Context: an optimization exercise on an open-source flow, tuned for small area. The choices shown serve that exercise and are no tape-out recipe. Only the layout flow was run in this run; the RTL was not checked for function there. The clock cells of this run come from the design's own scripts or RTL, not from TritonCTS. The clock input has no modelled driver; a real chip could not lean on it and would need a root buffer or a full tree. Power is estimated from default activity; no workload was simulated.

<file path="flow/design.v">
module All_Combined(
    input clock, reset,
    output hSync, vSync,
    output [3:0] vgaRed,
    output [3:0] vgaGreen,
    output [3:0] vgaBlue,
    input btnL,
    input btnR,
    input serve,
    input [9:0] serveX,
    input [9:0] serveY,
    input serveDirX,
    input serveDirY
    );
    function automatic ge10(input [9:0] a, input [9:0] c);
        integer i;
        reg r;
        begin
            r = 1'b1;
            for (i = 0; i < 10; i = i + 1)
                r = c[i] ? (a[i] & r) : (a[i] | r);
            ge10 = r;
        end
    endfunction
    function automatic le10(input [9:0] a, input [9:0] c);
        integer i;
        reg r;
        begin
            r = 1'b1;
            for (i = 0; i < 10; i = i + 1)
                r = c[i] ? (~a[i] | r) : (~a[i] & r);
            le10 = r;
        end
    endfunction
    function automatic near10(input [9:0] a, input [9:0] b);
        integer i;
        reg br;
        reg [9:0] d;
        begin
            br = 1'b0;
            for (i = 0; i < 10; i = i + 1) begin
                d[i] = a[i] ^ b[i] ^ br;
                br = (~a[i] & b[i]) | (~(a[i] ^ b[i]) & br);
            end
            near10 = ~br & ~|d[9:4] & ~(d[3] & (d[2] | d[1]));
        end
    endfunction
    reg [9:0] x, y;           
    wire xEnd = x[9] & x[8] & (&x[4:0]);           
    wire yEnd = y[9] & y[3] & y[1] & y[0];         
    wire [9:0] xInc, yInc;
    wire [10:0] xc, yc;
    assign xc[0] = 1'b1;
    assign yc[0] = 1'b1;
    genvar gi;
    generate for (gi = 0; gi < 10; gi = gi + 1) begin : inc
        assign xInc[gi] = x[gi] ^ xc[gi];
        assign yInc[gi] = y[gi] ^ yc[gi];
        assign xc[gi+1] = xc[gi] & x[gi];
        assign yc[gi+1] = yc[gi] & y[gi];
    end endgenerate
    always @(posedge clock or posedge reset)
        if (reset) begin
            x <= 0; y <= 0;
        end else begin
            x <= {xInc[9:8] & ~{2{xEnd}}, xInc[7:6], xInc[5] & ~xEnd, xInc[4:0]};
            if (xEnd) y <= {yInc[9] & ~yEnd, yInc[8:4], yInc[3:2] & ~{2{yEnd}}, yInc[1:0]};
        end
    wire x0 = ~|x;
    assign hSync = ge10(x, 689) & ~(x[9] & x[8] & x[4] & |x[3:0]);
    wire y512 = y[9] & ~|y[3:1];                   
    assign vSync = x0 ? y512 : ((y512 & ~y[0]) | (~y[9] & &y[8:0]));
    reg [9:0] ballX, ballY;
    reg vx, vy;               
    reg vyOn;                 
    reg gameOver;
    reg [4:0] brickOff;       
    reg [6:0] bar;            
    wire tick = x0 && (y == 481);
    wire [6:0] ph;
    wire [7:0] pb;
    assign pb[0] = 1'b0;
    generate for (gi = 0; gi < 7; gi = gi + 1) begin : padsub
        assign ph[gi] = ballX[gi+3] ^ bar[gi] ^ pb[gi];
        assign pb[gi+1] = (~ballX[gi+3] & bar[gi]) | (~(ballX[gi+3] ^ bar[gi]) & pb[gi]);
    end endgenerate
    wire ballFar = ge10(ballX, 1015);              
    wire pad = (~pb[7] & ~|ph[6:3] & ~&ph[2:0]) | ballFar;
    wire r1 = le10(ballX, 52);
    wire r2 = ge10(ballX, 621) & ~ballFar;
    wire r3 = le10(ballY, 42);
    wire yFar = ge10(ballY, 1015);
    wire r4 = ge10(ballY, 451) & ~yFar & pad;
    wire r5 = ge10(ballY, 461) & ~yFar;
    wire [10:0] cx, cy;
    assign cx[0] = tick;
    assign cy[0] = tick & vyOn;
    generate for (gi = 0; gi < 10; gi = gi + 1) begin : mv
        assign cx[gi+1] = cx[gi] & ~(ballX[gi] ^ vx);
        assign cy[gi+1] = cy[gi] & ~(ballY[gi] ^ vy);
    end endgenerate
    always @(posedge clock or posedge reset)
        if (reset) begin
            ballX <= 0; ballY <= 0; vyOn <= 0; gameOver <= 0;
        end else if (serve) begin
            ballX <= serveX; ballY <= serveY; vyOn <= 1; gameOver <= 0;
        end else begin
            ballX <= ballX ^ cx[9:0];
            ballY <= ballY ^ cy[9:0];
            if (!r1 && !r2 && (r3 || r4)) vyOn <= 1;
            if (!r1 && !r2 && !r3 && !r4 && r5) gameOver <= 1;
        end
    always @(posedge clock)
        if (serve) begin
            vx <= serveDirX; vy <= serveDirY;
        end else begin
            if (r1) vx <= 1;
            else if (r2) vx <= 0;
            else if (r3) vy <= 1;
            else if (r4) vy <= 0;
        end
    wire hitRow = le10(ballY, 61);
    wire [4:0] hit;
    assign hit[0] = hitRow & ((ge10(ballX, 61) & le10(ballX, 120)) | ballFar);
    assign hit[1] = hitRow & ge10(ballX, 181) & le10(ballX, 240);
    assign hit[2] = hitRow & ge10(ballX, 301) & le10(ballX, 360);
    assign hit[3] = hitRow & ge10(ballX, 421) & le10(ballX, 480);
    assign hit[4] = hitRow & ge10(ballX, 541) & le10(ballX, 600);
    always @(posedge clock or posedge reset)
        if (reset) brickOff <= 0;
        else brickOff <= brickOff | hit;
    wire barMax = bar[6] & bar[2] & bar[1] & bar[0];     
    wire barDn = btnL & |bar;
    wire barEn = tick & (barDn | (btnR & ~barMax));
    wire [7:0] cb;
    assign cb[0] = barEn;
    generate for (gi = 0; gi < 7; gi = gi + 1) begin : bmv
        assign cb[gi+1] = cb[gi] & (bar[gi] ^ barDn);
    end endgenerate
    always @(posedge clock or posedge reset)
        if (reset) bar <= 0;
        else bar <= bar ^ cb[6:0];
    wire border = (ge10(x, 42) & le10(x, 51) & ge10(y, 42) & le10(y, 471)) |
                  (ge10(x, 42) & le10(x, 631) & ((ge10(y, 32) & le10(y, 42)) | (ge10(y, 471) & le10(y, 480)))) |
                  (ge10(x, 631) & le10(x, 640) & ge10(y, 32) & le10(y, 480));
    wire brickRow = ge10(y, 52) & le10(y, 62);
    wire ng = ~gameOver;
    wire b1 = brickRow & ge10(x, 60) & le10(x, 130) & ~brickOff[0];
    wire b2 = brickRow & ge10(x, 180) & le10(x, 250) & ~brickOff[1];
    wire b3 = brickRow & ge10(x, 300) & le10(x, 370) & ~brickOff[2];
    wire b4 = brickRow & ge10(x, 420) & le10(x, 490) & ~brickOff[3];
    wire b5 = brickRow & ge10(x, 540) & le10(x, 610) & ~brickOff[4];
    wire ball = near10(x, ballX) & near10(y, ballY);
    wire [6:0] bd;
    wire [7:0] bbr;
    assign bbr[0] = 1'b0;
    generate for (gi = 0; gi < 7; gi = gi + 1) begin : barsub
        assign bd[gi] = x[gi+3] ^ bar[gi] ^ bbr[gi];
        assign bbr[gi+1] = (~x[gi+3] & bar[gi]) | (~(x[gi+3] ^ bar[gi]) & bbr[gi]);
    end endgenerate
    wire padl = ~bbr[7] & (~|bd[6:3] | (bd == 7'd8 & ~|x[2:0])) & ge10(y, 460) & le10(y, 465);
    wire cBorder = border;
    wire cObj = ~border & ng;
    wire cb1 = cObj & b1;
    wire cb2 = cObj & ~b1 & b2;
    wire cb3 = cObj & ~b1 & ~b2 & b3;
    wire cb4 = cObj & ~b1 & ~b2 & ~b3 & b4;
    wire cb5 = cObj & ~b1 & ~b2 & ~b3 & ~b4 & b5;
    wire cBall = cObj & ~b1 & ~b2 & ~b3 & ~b4 & ~b5 & ball;
    wire cBar = cObj & ~b1 & ~b2 & ~b3 & ~b4 & ~b5 & ~ball & padl;
    reg qR3;
    always @(posedge clock) qR3 <= cb1 | cb2 | cb5 | cBall | cBar;
    reg qR1;
    always @(posedge clock) qR1 <= cb4 | cb5 | cBall | cBar;
    reg qR0;
    always @(posedge clock) qR0 <= cb1 | cb2 | cb3 | cBall | cBar;
    reg qG1;
    always @(posedge clock) qG1 <= cBorder | cb1 | cBall;
    wire R3 = qR3;
    wire R1 = qR1;
    wire R0 = qR0;
    wire G1 = qG1;
    wire R2 = (R1) | (R0);
    wire G3 = (~R3 & R0) | (R1) | (G1);
    wire G2 = (~R3 & R1) | (R3 & R0) | (G1);
    wire G0 = (~R1 & R0) | (R1 & ~R0) | (G1);
    wire B3 = (R3 & ~R1 & ~G1) | (R1 & ~R0);
    wire B2 = (R3 & ~R1) | (R3 & R0 & ~G1);
    wire B0 = (~R3 & R0) | (R1 & ~R0);
    assign vgaRed = {R3, R2, R1, R0};
    assign vgaGreen = {G3, G2, G1, G0};
    assign vgaBlue = {B3, B2, 1'b0, B0};
endmodule
</file>
<file path="flow/flow/run.sh">
#!/bin/bash
# Own layout flow: the standard ORFS flow (standard.sh) with three changes.
#  1. Synthesis: the standard flow's synthesis script, whose ORFS synth.tcl is swapped for a copy that
#     skips the full-adder extraction and maps with the area-oriented ABC script flow/area.abc.
#     Everything up to and including flip-flop mapping is unchanged, so the registers (names,
#     count, cell types) are those of the standard synthesis.
#  2. Port buffers: buf_1 instead of the default buffer cell (every port still gets one).
#  3. Clock tree: flow/cts_hook.tcl replaces the H-tree with one level of clock buffers.
# Each tool's output goes to the ORFS logs under orfs/logs; make's own output to make.log.
set -euo pipefail
W=$(pwd)
F=$W/flow

sed "s#^source \$::env(SCRIPTS_DIR)/synth.tcl\$#source $W/synth_own.tcl#" synth_recipe.tcl > own_synth.tcl
grep -q "source $W/synth_own.tcl" own_synth.tcl

sed "s#^  log_cmd abc {\*}\$abc_args\$#  log_cmd abc -script $F/area.abc {*}\$lib_args {*}\$lib_dont_use_args#" \
  "$FLOW_HOME/scripts/synth.tcl" > synth_own.tcl
grep -q "area.abc" synth_own.tcl

sed "s#SYNTH_SCRIPT=[^ ]*#SYNTH_SCRIPT=$W/own_synth.tcl#" standard.sh > own_standard.sh
grep -q "SYNTH_SCRIPT=$W/own_synth.tcl" own_standard.sh

export ADDER_MAP_FILE=
export BUFFER_PORTS_ARGS="-buffer_cell sky130_fd_sc_hd__buf_1"
export PRE_CTS_TCL=$F/cts_hook.tcl
export CTS_NBUF=4
export CTS_BUFCELL=sky130_fd_sc_hd__clkbuf_8

bash own_standard.sh > make.log 2>&1
</file>
<file path="flow/flow/area.abc">
strash
&get -n
&fraig -x
&put
scorr
dc2
strash
balance; rewrite; refactor; balance; rewrite; rewrite -z; balance; refactor -z; rewrite -z; balance
dc2
balance; rewrite; refactor; balance; rewrite; rewrite -z; balance; refactor -z; rewrite -z; balance
&get -n
&deepsyn -T 60
&put
strash
dch -f
amap
</file>
<file path="flow/flow/cts_hook.tcl">
rename clock_tree_synthesis my_unused_cts
proc my_bisect { sinks nparts axis } {
  if { $nparts <= 1 } { return [list $sinks] }
  set sorted [lsort -integer -index $axis $sinks]
  set half [expr {[llength $sorted] / 2}]
  set next [expr {1 - $axis}]
  return [concat [my_bisect [lrange $sorted 0 [expr {$half - 1}]] [expr {$nparts / 2}] $next] \
                 [my_bisect [lrange $sorted $half end] [expr {$nparts / 2}] $next]]
}
proc clock_tree_synthesis { args } {
  set nbuf $::env(CTS_NBUF)
  set cell $::env(CTS_BUFCELL)
  set block [ord::get_db_block]
  set master [[ord::get_db] findMaster $cell]
  set net [[$block findBTerm clock] getNet]
  set sinks {}
  foreach it [$net getITerms] {
    set box [[$it getInst] getBBox]
    lappend sinks [list [expr {([$box xMin] + [$box xMax]) / 2}] [expr {([$box yMin] + [$box yMax]) / 2}] $it]
  }
  puts "manual clock buffering: [llength $sinks] sinks, $nbuf x $cell"
  set b 0
  foreach group [my_bisect $sinks $nbuf 0] {
    set sx 0; set sy 0
    foreach s $group { incr sx [lindex $s 0]; incr sy [lindex $s 1] }
    set inst [odb::dbInst_create $block $master "clkbuf_leaf_$b"]
    set newnet [odb::dbNet_create $block "clknet_leaf_$b"]
    $newnet setSigType CLOCK
    foreach s $group {
      set it [lindex $s 2]
      $it disconnect
      $it connect $newnet
    }
    [$inst findITerm A] connect $net
    [$inst findITerm X] connect $newnet
    $inst setLocation [expr {$sx / [llength $group]}] [expr {$sy / [llength $group]}]
    $inst setPlacementStatus PLACED
    puts "  clkbuf_leaf_$b: [llength $group] sinks"
    incr b
  }
  $net setSigType CLOCK
  set_propagated_clock [all_clocks]
}
</file>
<file path="flow/standard.sh">
#!/bin/bash
# synth_recipe.tcl (not shown) runs the flow's synth.tcl, then flattens the netlist and writes it again
# the make line also repeats each setting of config.mk as NAME=value (left out here)
make -C /OpenROAD-flow-scripts/flow DESIGN_CONFIG=/design/flow/config.mk WORK_HOME=/design/flow/orfs CLKGATE_MAP_FILE= SYNTH_SCRIPT=/design/flow/synth_recipe.tcl "${@:-finish}"
</file>
<file path="flow/config.mk">
export PLATFORM = sky130hd
export DESIGN_NAME = All_Combined
export DESIGN_NICKNAME = All_Combined
export VERILOG_FILES = /design/flow/design.v
export SDC_FILE = /design/flow/constraint.sdc
export NUM_CORES = 4
export LEC_CHECK = 0
export CAP_MARGIN = 20
export CORE_MARGIN = 2
export CORE_UTILIZATION = 65
export PLACE_DENSITY = 0.75
export SLEW_MARGIN = 20
</file>
<file path="flow/constraint.sdc">
create_clock -name core_clock -period 10.0 [get_ports {clock}]
set_input_delay 2.0000 -clock core_clock [delete_from_list [all_inputs] [get_ports {clock}]]
set_output_delay 2.0000 -clock core_clock [all_outputs]
set_load 0.01 [all_outputs]
</file>
==> notes.md <==
-- registers in the layout, summed over array words and instances, names as in the netlist, 5 cells and up --
| name | count |
|---|---|
| y | 10 |
| bar | 7 |
| ballX | 10 |
| x | 10 |
| ballY | 10 |
| brickOff | 5 |
-- critical path, delay by kind of cell (launching register included) --
family / cells / cell delay (ps)
flip-flops: 1 / 440
AO/OA/AOI/OAI: 3 / 910
AND/OR/NAND/NOR: 10 / 2260
buffers and inverters: 3 / 390
-- power groups by stage --
stage	Clock [mW]	Combinational (mW)	Sequential, mW
after detailed placement	0	0.111	0.285
after CTS	0.0996	0.112	0.281
final	0.0994	0.113	0.281
after floorplan	0	0.0969	0.278
after global placement	0	0.108	0.284
after global routing	0.107	0.128	0.284
-- layer usage --
metal  up-vias  track usage, %
met4         0           6.205
met5         -               0
met2       226           53.46
met3        31           2.262
met1      2048           47.53
li1       2203               -
-- area by class of cell --
| cell class | instances | area [µm²] | share of cell area [%] |
|---|---|---|---|
| buffer | 4 | 55.05 | 1.243 |
| inverter | 87 | 326.6 | 7.373 |
| multi-input combinational | 449 | 2298 | 51.89 |
| sequential | 60 | 1491 | 33.67 |
| tap | 77 | 96.34 | 2.175 |
| timing repair buffer | 41 | 161.4 | 3.644 |
-- how the worst max path moves through the flow --
stage	end	slack [ps]	startpoint	cells after the start
after floorplan	bar[6]	6300	btnL	11
after global placement	bar[6]	6000	btnL	12
after detailed placement	bar[6]	5800	btnL	12
after CTS	bar[6]	5960	btnL	12
after global routing	bar[6]	5530	x[1]	16
final	bar[6]	5880	x[1]	16
-- through the flow --
stage | util, % | total power, mW | hold WS, ps | cells
3_5_place_dp | 69.28 | 0.3966 | 479.7 | 714
6_report | 70.15 | 0.4938 | 504.0 | 718
3_3_place_gp | 69.28 | 0.3920 | 452.0 | 714
5_1_grt | 70.15 | 0.5194 | 518.3 | 718
2_1_floorplan | - | 0.3749 | 430.3 | 608
4_1_cts | 70.15 | 0.4921 | 503.1 | 718
-- kinds of logic after synthesis --
kind of cell | count (synthesis) | synth area share [%]
simple gates | 262 | 25.97
compound gates | 186 | 28.58
buf+inv | 99 | 9.905
flops | 60 | 35.46
other cells | 1 | 0.08915
-- placed cells by master, fill, tap and decap left out, types with 5 or more instances in the layout --
cell type / instances
nor2_1: 140
clkinv_1: 86
nand2_1: 61
dfrtp_1: 54
o21ai_0: 43
a21oi_1: 42
buf_1: 39
nor3_1: 30
o22ai_1: 17
a31oi_1: 12
o22a_1: 10
nor4_1: 9
o221ai_1: 8
a22oi_1: 8
o21a_1: 7
a211oi_1: 7
nand3_1: 6
or2_0: 5
==> implementation parameters <==
Parameter                              Value

Die
  DIE WIDTH    between 80 and 90 µm
  Row count    29
  Floorplan die height    84.45 µm
  I/O pin cnt    41
  Standard cell core area    around 6300 µm²
  Floorplan die area    just over 7000 µm²
  Initial Utilization    between 60% and 70%

Outcome
  Result of the run  no timing/DRC/antenna violations

Synthesis
  Post-synthesis async set-or-reset flop share    between 90% and 100%
  Top cell type's share of synthesized area    around 32%
  Library cell with the highest instance count after synthesis    nor2_1
  Count of flip-flops with a built-in enable after synthesis    2
  Nets in the synthesized netlist    approximately 640
  Total of warnings raised by yosys    1
  Average instance area after synthesis    a little under 7 µm²
  Post-synthesis cell count    roughly 600
  Synth Flop Type    dfrtp_1
  Post-synth top cells    140 x nor2_1, 87 x clkinv_1, 61 x nand2_1
  Synthesis-stage register bit count    60
  Most area-consuming cells after synthesis    dfrtp_1 32%, nor2_1 12%, clkinv_1 7.8%, nand2_1 5.4%, o21ai_0 5.1%
  Area of the mapped netlist    4207 µm²
  Number of unique standard cell types used by synthesis    43
  Largest area contributor in the netlist    dfrtp_1
  Register area share after synthesis    roughly 35%

Timing
  Final hold violations    0
  Final cycle utilization of the critical path    41.17%
  Setup repair after global routing missed its margin    false
  Final critical-path required period    4117 ps
  Max-Slew Margin vs Limit    a little under a third
  Final WS setup    approximately 5900 ps
  Final Slew Violations    0
  Final worst clock skew    about 8 ps
  Final setup violation count    0
  Setup_tns    0 ps
  Highest attainable clock frequency    approximately 0.24 GHz
  Transition time at the pin with the least slew margin    1018 ps

GRT
  Initial antenna violation count    0
  Maximum number of pins on one net before global-route repair    55
  First-pass GRT wire length    approximately 19 mm
  Total global-route track usage    between 30% and 40%
  Vias in the first global route    4094
  Global route total overflow    0

Worst setup path
  Top fanout value on the critical path    5
  Source of the worst register-to-register timing path    x[1]
  Data arrival at the endpoint of the critical path    4170 ps
  Worst setup EP type    flip-flop
  WP data required    around 10000 ps
  Crit start category    flip-flop
  Reg2Reg Depth    16
  CP Class    reg -> reg
  Slowest cell on the critical path    nor3_1
  CP Cell Sequence    nor2_1 -> nand2_1 -> nor2_1 -> nand4_1 -> nor2_1 -> clkinv_1 -> nor3_1 -> o21ai_0 -> a211oi_1 -> clkinv_1 -> nor2_1 -> clkinv_1 -> nor3_1 -> a31oi_1 -> nor2_1 -> nor2_1
  Worst path most repeated cell    nor2_1
  Worst setup slack for register-to-register paths    5880 ps
  R2r endpoint    bar[6]
  Delay contributed by the slowest stage of the critical path    about 820 ps

Routing
  Final routed wirelength across all metal layers    around 11 mm
  Topmost layer with routed signal wires    met4
  Total via count in the routed design    about 4500
  Wire length on met2    between 5 and 6 mm
  DRT antenna net count    0
  Sum of routed wire segments on met1    ~5 mm
  Met3 wire len    approximately 940 µm
  Average detailed-routed wire length per instance    between 15 and 20 µm
  DRC violation count after routing    0
  Total iterations of the first detailed-routing run    5
  Via/cell ratio    6.279
  Iteration-0 DRC Markers    roughly 420

Power
  Sw Share    a little under a third
  Reported leakage power    1.690 nW
  Relative contribution of combinational cells to total power    22.9%
  Flop pwr share    57.0%
  Net Switching    around 160 µW
  Cell internal pwr    approximately 340 µW
  Largest voltage drop on the vdd net    ~0.14 mV
  Pwr/cell area    approximately 110 nW/µm²
  Proportion of power drawn by the clock network    20.1%

Min path
  Path category of the worst min-delay check    reg -> reg
  Min-delay src    brickOff[3]
  Hold-critical path depth    1
  Hold worst-path end    brickOff[3]

Final layout
  Post-route design area    between 4000 and 5000 µm²
  Share of post-route cells with drive strength above 1    about 1.1%
  N_diodes    0
  Area growth, synth to finish    5.295%
  Number of filler cells placed in the layout    roughly 580
  Number of nets in the layout    670

Flow run
  Maximum Capacitance Violations    0

Clock network
  Setup repair bufs after CTS    0
  Clock-pin slew on the worst setup and hold paths    roughly 100 ps
  Insertion delay of the later-clocked pin in the worst-skew pair    roughly 160 ps
  Hold_buf cts    0
  Number of gates resized after CTS    0

Place
  Buffers added on ports    39
  Cell area after placement    about 4400 µm²
  Setup Slack @ Placement    slightly below 6000 ps
  Post-DP HPWL    8.776 mm
  GP Congestion    between 0.9 and 1

## static timing again, ports no longer ideal
How much do the figures lean on ideal ports? The routed layout below was timed once more, with nothing changed but the port constraints. Step 1 (the two cells are an assumption about what drives the block):
set clk [get_ports {clock}]
set_driving_cell -lib_cell sky130_fd_sc_hd__clkbuf_16 $clk
set_driving_cell -lib_cell sky130_fd_sc_hd__buf_2 [delete_from_list [all_inputs] $clk]
Step 2 adds t to the input delays and takes it off the output delays; t is the mean of the earliest and latest rising clock arrival at the registers after step 1. Input paths then give back, and output paths get back, about the clock's delay inside the block. Slacks: ideal / step 1 / step 2; pairs: ideal / step 1.
t (ns): 0.224
setup slack, ns: 5.883 / 5.883 / 5.732
worst hold slack (ns): 0.504 / 0.504 / 0.504
latest minus earliest clock arrival (ns): 0.008 / 0.008
worst slew at a driven data input, ns: 0.03
After both steps this run still meets setup and hold. For this run, drivers alone change the setup slack by 0.000 ns; drivers and shift together by -0.151 ns.
